Source: an optimization exercise on an open RTL-to-GDS flow (aim: small area and a short achievable clock period). Production flows keep margins and buffers that such runs may drop.
The RTL was checked by simulation tests, not by an equivalence proof against the original design.
No activity file was given, so power comes from the tool's default toggle rates.

==> flow/design.v, too long to show whole: its modules and the start of the top module <==
// module sig_altmult_add: 2101 lines
module sig_altmult_add
(
	input signed [15:0] dataa, datab, datac, datad,
	input 		clock, aclr,
	output reg 	[32:0] result
);
  // ...
==> flow/flow/run.sh <==
#!/bin/bash
set -uo pipefail
here=$(pwd)
bash standard.sh "SYNTH_ARGS=-noabc" \
  "BUFFER_PORTS_ARGS=-buffer_cell sky130_fd_sc_hd__buf_1" \
  "POST_FLOORPLAN_TCL=$here/flow/upsize.tcl" finish > run_make.log 2>&1
status=$?
tail -20 run_make.log
exit $status
==> flow/flow/upsize.tcl <==
foreach inst [get_cells -quiet {a_r* c_r* m0_* m1_*}] {
  if {[get_property [get_lib_cells -of_objects $inst] name] == "sky130_fd_sc_hd__dfxtp_1"} {
    replace_cell $inst sky130_fd_sc_hd__dfxtp_4
  }
}
==> flow/standard.sh <==
#!/bin/bash
# synth_recipe.tcl (not shown) runs the flow's synth.tcl, then flattens the netlist and writes it again
# the make line also repeats each setting of config.mk as NAME=value (left out here)
make -C /OpenROAD-flow-scripts/flow DESIGN_CONFIG=/design/flow/config.mk WORK_HOME=/design/flow/orfs CLKGATE_MAP_FILE= SYNTH_SCRIPT=/design/flow/synth_recipe.tcl "${@:-finish}"
==> flow/config.mk <==
export PLATFORM = sky130hd
export DESIGN_NAME = sig_altmult_add
export DESIGN_NICKNAME = sig_altmult_add
export VERILOG_FILES = /design/flow/design.v
export SDC_FILE = /design/flow/constraint.sdc
export NUM_CORES = 4
export LEC_CHECK = 0
export CAP_MARGIN = 20
export CORE_MARGIN = 2
export CORE_UTILIZATION = 40
export SETUP_SLACK_MARGIN = 3.65
export SLEW_MARGIN = 20
==> flow/constraint.sdc <==
create_clock -name core_clock -period 7.0 [get_ports {clock}]
set_input_delay 1.4000 -clock core_clock [delete_from_list [all_inputs] [get_ports {clock}]]
set_output_delay 1.4000 -clock core_clock [all_outputs]
set_load 0.01 [all_outputs]
==> results.ini, run 1 <==
[clock_network]
path_clk_slew_ns=0.06
cts_tree=done
post_cts_buffers=0

[power_and_ir_drop]
p_seq_frac=0.193
leakagePower_nw=6.67
p_per_area_nw_per_um2=587
p_clk_mw=1.29
maxPowerGroup=combinational logic

[placement]
io_buffers=98
dpl_cell_area_um2=16900
pre_cts_slack_ns=3.66
placedCellCount=1918

[grt]
grt_util_all_layers=0.209
busiest_layer=met2
gr-total-overflow=0
grt_start_max_net_pins=36
antenna_found_initial=0

[die]
fp.dieW_um=205
initial_core_util=0.406
rows=73
fp.dieH_um=205
coreArea_um2=39700

[critical_path]
cp.arrival_ns=3.60
rrSetupSlack_ns=3.79

[sta]
min_period_ns=3.21
finClkSkew_ns=0.00865
finalCritPeriodShare=0.458
finalMaxSlewViolations=0

[cells_and_area]
final_cell_mix=256 x xnor2_1, 240 x a22oi_1, 230 x fa_1
syn_to_final_growth_pct=10.6
largest_register=t_r
finish.utilization=0.449
stdcell_count=1965
n_clock_buffer=35
inverters=50
seqCellArea_um2=4620
antenna_cells=0
finalNetCount=1787

[synth]
synth_compound_area_frac=0.148
syn_inst=1439
synthXorXnorAreaFrac=0.166
ys_seq_elements=207

[run]
drv_cap=0

[routing]
wl_um=43100

[status]
status=timing/DRC/antenna clean

==> inputs of run 2 (changes only) <==
--- a/flow/config.mk
+++ b/flow/config.mk
@@ -10,3 +10,3 @@
 export CORE_UTILIZATION = 40
-export SETUP_SLACK_MARGIN = 3.65
+export SETUP_SLACK_MARGIN = 3.8
 export SLEW_MARGIN = 20
==> run 2 against run 1 <==
  * Via count fell by 0.50%
  * First-iteration DRC count fell by 24%
  * Critical path depth fell by 1
  * Global-route usage rose by 0.10 points
  * Synthesized area did not move
  * Largest cell class unchanged
  * Sequential power barely moved
  * Still clean
  * Die area did not move
==> results.ini, run 2 <==
[routing]
vias=10800  ; about the same
wl_um=43400  ; was 43,100 um
drc=0  ; unchanged
routed_via_density=5.46  ; was 5.50
final_antenna_net_count=0  ; unchanged
firstDrtPassIters=6  ; unchanged
drtIter0Drc=877  ; was 1,150
routedWlPerCell_um=22.0  ; was 21.9 um

[power_and_ir_drop]
p_per_area_nw_per_um2=617  ; was 587 nW/um2
leakagePower_nw=6.68  ; was 6.67 nW
p_total_mw=11.1  ; was 10.5 mW
ir_drop_mv=0.543  ; was 0.387 mV

[die]
rows=73  ; unchanged
ioPinCount=99  ; unchanged
initial_core_util=0.406  ; unchanged
fp.dieW_um=205  ; unchanged
die-area_um2=41900  ; unchanged
fp.dieH_um=205  ; unchanged
coreArea_um2=39700  ; unchanged

[cells_and_area]
largest_register=t_r  ; unchanged
final_common_cell=xnor2_1  ; unchanged
finalNetCount=1791  ; was 1,787
antenna_cells=0  ; unchanged
fin_area_um2=18000  ; was 17,800 um2
reg_top3=t_r: 92 flops, result: 33 flops  ; unchanged
largest_reg_flops=92  ; unchanged
syn_to_final_growth_pct=11.8  ; was 10.6%
layout-drive-gt1-share=0.118  ; was 0.0979
final_cell_mix=255 x xnor2_1, 240 x a22oi_1, 226 x fa_1  ; was 256 x xnor2_1, 240 x a22oi_1, 230 x fa_1

[placement]
place_congestion=0.932  ; was 0.948
io_buffers=98  ; unchanged
dp_hpwl_um=31900  ; about the same
pre_cts_slack_ns=3.71  ; was 3.66 ns
dpl_cell_area_um2=16900  ; unchanged

[status]
status=timing/DRC/antenna clean  ; unchanged

[sta]
hold_slack_ns=0.360  ; was 0.346 ns
max_slew_margin=0.468  ; was 0.494
max_freq_ghz=0.316  ; was 0.312 GHz
worst_pin_slew_ns=0.793  ; was 0.754 ns
setup_viol=0  ; unchanged
tns_ns=0  ; unchanged
finalMaxSlewViolations=0  ; unchanged
finalCritPeriodShare=0.452  ; was 0.458
setup_ws_ns=3.84  ; was 3.79 ns
hold_violations=0  ; unchanged
min_period_ns=3.16  ; was 3.21 ns
finClkSkew_ns=0.0168  ; was 0.00865 ns
rsz0062_at_grt=yes  ; was no

[clock_network]
ctsRootBufferMaster=clkbuf_16  ; unchanged
numCtsBuffers=24  ; unchanged
cts.path.max_buffers=3  ; unchanged
htree_levels=1  ; unchanged
cts.sinks=207  ; unchanged
cts_hold_buffers=0  ; unchanged
insertion_delay_ns=0.54  ; was 0.53 ns
path_clk_slew_ns=0.06  ; about the same
cts_tree=done  ; unchanged

[synth]
yosysTopAreaCell=fa_1  ; unchanged
yosysTopAreaCellShare=0.286  ; unchanged
yosys-top-cells-area=fa_1 29%, dfxtp_1 21%, xnor2_1 14%  ; unchanged
synth_area_um2=16100  ; unchanged
synth.avg_cell_area_um2=11.2  ; unchanged
synth_cell_types=47  ; unchanged
synth_flop_cell=dfxtp_1  ; unchanged
ys_top_cells_by_count=256 x xnor2_1, 240 x a22oi_1, 230 x fa_1  ; unchanged
async_flop_share=0.169  ; unchanged
ys_seq_elements=207  ; unchanged
ys_seq_area_frac=0.268  ; unchanged
syn_inst=1439  ; unchanged
yosysWarnings=1  ; unchanged
yosysMostFrequentCell=xnor2_1  ; unchanged
synth-edff-count=0  ; unchanged
syn_nets=1804  ; unchanged

[critical_path]
crit_path_max_fanout=7  ; unchanged
cp.required_ns=7.40  ; about the same
crit_start=t_r[31]$_DFF_P_  ; was t_r[52]$_DFF_P_
start_kind=register  ; unchanged
cp-end-kind=register  ; unchanged
cp.arrival_ns=3.56  ; was 3.60 ns
worst_r2r_path_depth=11  ; was 12
path_class=register to register  ; unchanged
crit_cells=11  ; was 12
timing.rr.start=t_r[31]$_DFF_P_  ; was t_r[52]$_DFF_P_
crit_path_top_delay_cell=fa_1  ; unchanged
crit_path_cell_trace=ha_4 > fa_1 > fa_1 > ha_4 > nand4_1 > or2_4 > o21ai_4 > a41o_4 > a41oi_2 > xor2_1 > nor2_1  ; was ha_1 > fa_1 > fa_1 > ha_4 > a21o_1 > o21bai_1 > o2111ai_1 > a21oi_1 > a41o_4 > a41oi_1 > xor2_1 > nor2_1
slowest_delay_ns=0.52  ; was 0.54 ns
cpLargestDelayFamily=adder cells  ; unchanged
cp_num_buf_inv=0  ; unchanged

[run]
drv_cap=0  ; unchanged

[grt]
grt_start_max_net_pins=36  ; unchanged
gr-total-overflow=0  ; unchanged
grt_util_all_layers=0.210  ; was 0.209
grt_pass1_wl_um=67500  ; about the same
antenna_found_initial=0  ; unchanged
grt_pass1_vias=11100  ; about the same

[worst_hold_path]
hold_start=v1$_DFF_PP0_  ; unchanged
hold_path.class=register to register  ; unchanged
whs_path_depth=0  ; unchanged

[run 2: final timing paths]
kind,slack [ns],to
min in group asynchronous,0.91,result[24]$_DFF_PP0_
max in group asynchronous,5.75,v2$_DFF_PP0_
worst max-delay path,3.84,result[30]$_DFF_PP0_
worst min-delay path,0.36,v2$_DFF_PP0_
worst max register to register,3.84,result[30]$_DFF_PP0_
worst min register to register,0.36,v2$_DFF_PP0_
[run 2: per-layer routing]
| metal | wire, um | vias up | track usage | share of wire |
|---|---|---|---|---|
| met4 | 920 | 0 | 0.0590 | 0.021 |
| li1 | - | 4803 | - | - |
| met5 | 0 | - | 0 | 0 |
| met3 | 4360 | 50 | 0.0589 | 0.10 |
| met1 | 19400 | 5430 | 0.298 | 0.45 |
| met2 | 18700 | 474 | 0.311 | 0.43 |
[run 2: kinds of logic after synthesis]
| group | synth area share |
|---|---|
| buffers and inverters | 0.0454 |
| AO/OA/AOI/OAI | 0.148 |
| XOR/XNOR | 0.166 |
| other | 0.000233 |
| flip-flops | 0.268 |
| AND/OR/NAND/NOR | 0.0331 |
| adder cells (fa/ha/maj) | 0.339 |
[run 2: metrics by stage]
step                       util  std cells
after floorplan               -       1439
after global placement    0.426       1918
after detailed placement  0.426       1918
after CTS                 0.449       1965
after global routing      0.454       1969
final                     0.454       1969
[run 2: power breakdown]
group          internal, mW  switching [mW]  total (mW)
clock network         0.746           0.505        1.25
logic                  3.86            3.98        7.84
registers              1.67           0.361        2.04
total                  6.28            4.84        11.1
[run 2: what timing repair did]
item	4_1_cts	5_1_grt
setup buffers	3	4
pin swaps	6	20
endpoints found under the setup margin	8	13
hold endpoints to repair	0	0
resized for setup	10	30
[run 2: worst register-to-register path: stages, from the launching register on]
cell and delay [ns]:
dfxtp_2 0.33, ha_4 0.16, fa_1 0.52, fa_1 0.46
ha_4 0.31, nand4_1 0.10, or2_4 0.28, o21ai_4 0.17
a41o_4 0.30, a41oi_2 0.14, xor2_1 0.21, nor2_1 0.05
[run 2: layout make-up]
cell class,instances,area (um2)
Fill cell,3644,21700
Multi-Input combinational cell,1037,11300
Sequential cell,207,4630
Clock buffer,35,747
Tap cell,525,657
Timing Repair Buffer,106,428
Inverter,50,188
Clock inverter,9,62.6

what the ideal ports hide:
No port has a modelled driver above. Below, the same layouts with a new extraction and two added sets of constraints. Step 1 (the two cells are an assumption about what drives the block):
set clk [get_ports {clock}]
set_driving_cell -lib_cell sky130_fd_sc_hd__clkbuf_16 $clk
set_driving_cell -lib_cell sky130_fd_sc_hd__buf_2 [delete_from_list [all_inputs] $clk]
Step 2 adds t to the input delays and takes it off the output delays; t is the mean of the earliest and latest rising clock arrival at the registers after step 1. Input paths then give back, and output paths get back, about the clock's delay inside the block. a / b / c = no drivers / after step 1 / after step 2; a / b = the first two.
run	t, ns	slack for setup (ns)	cell pins on the clock port's net
run 1	0.575	3.794 / 3.794 / 3.794	1
run 2	0.582	3.836 / 3.836 / 3.836	1
After both steps every run listed still meets setup and hold.
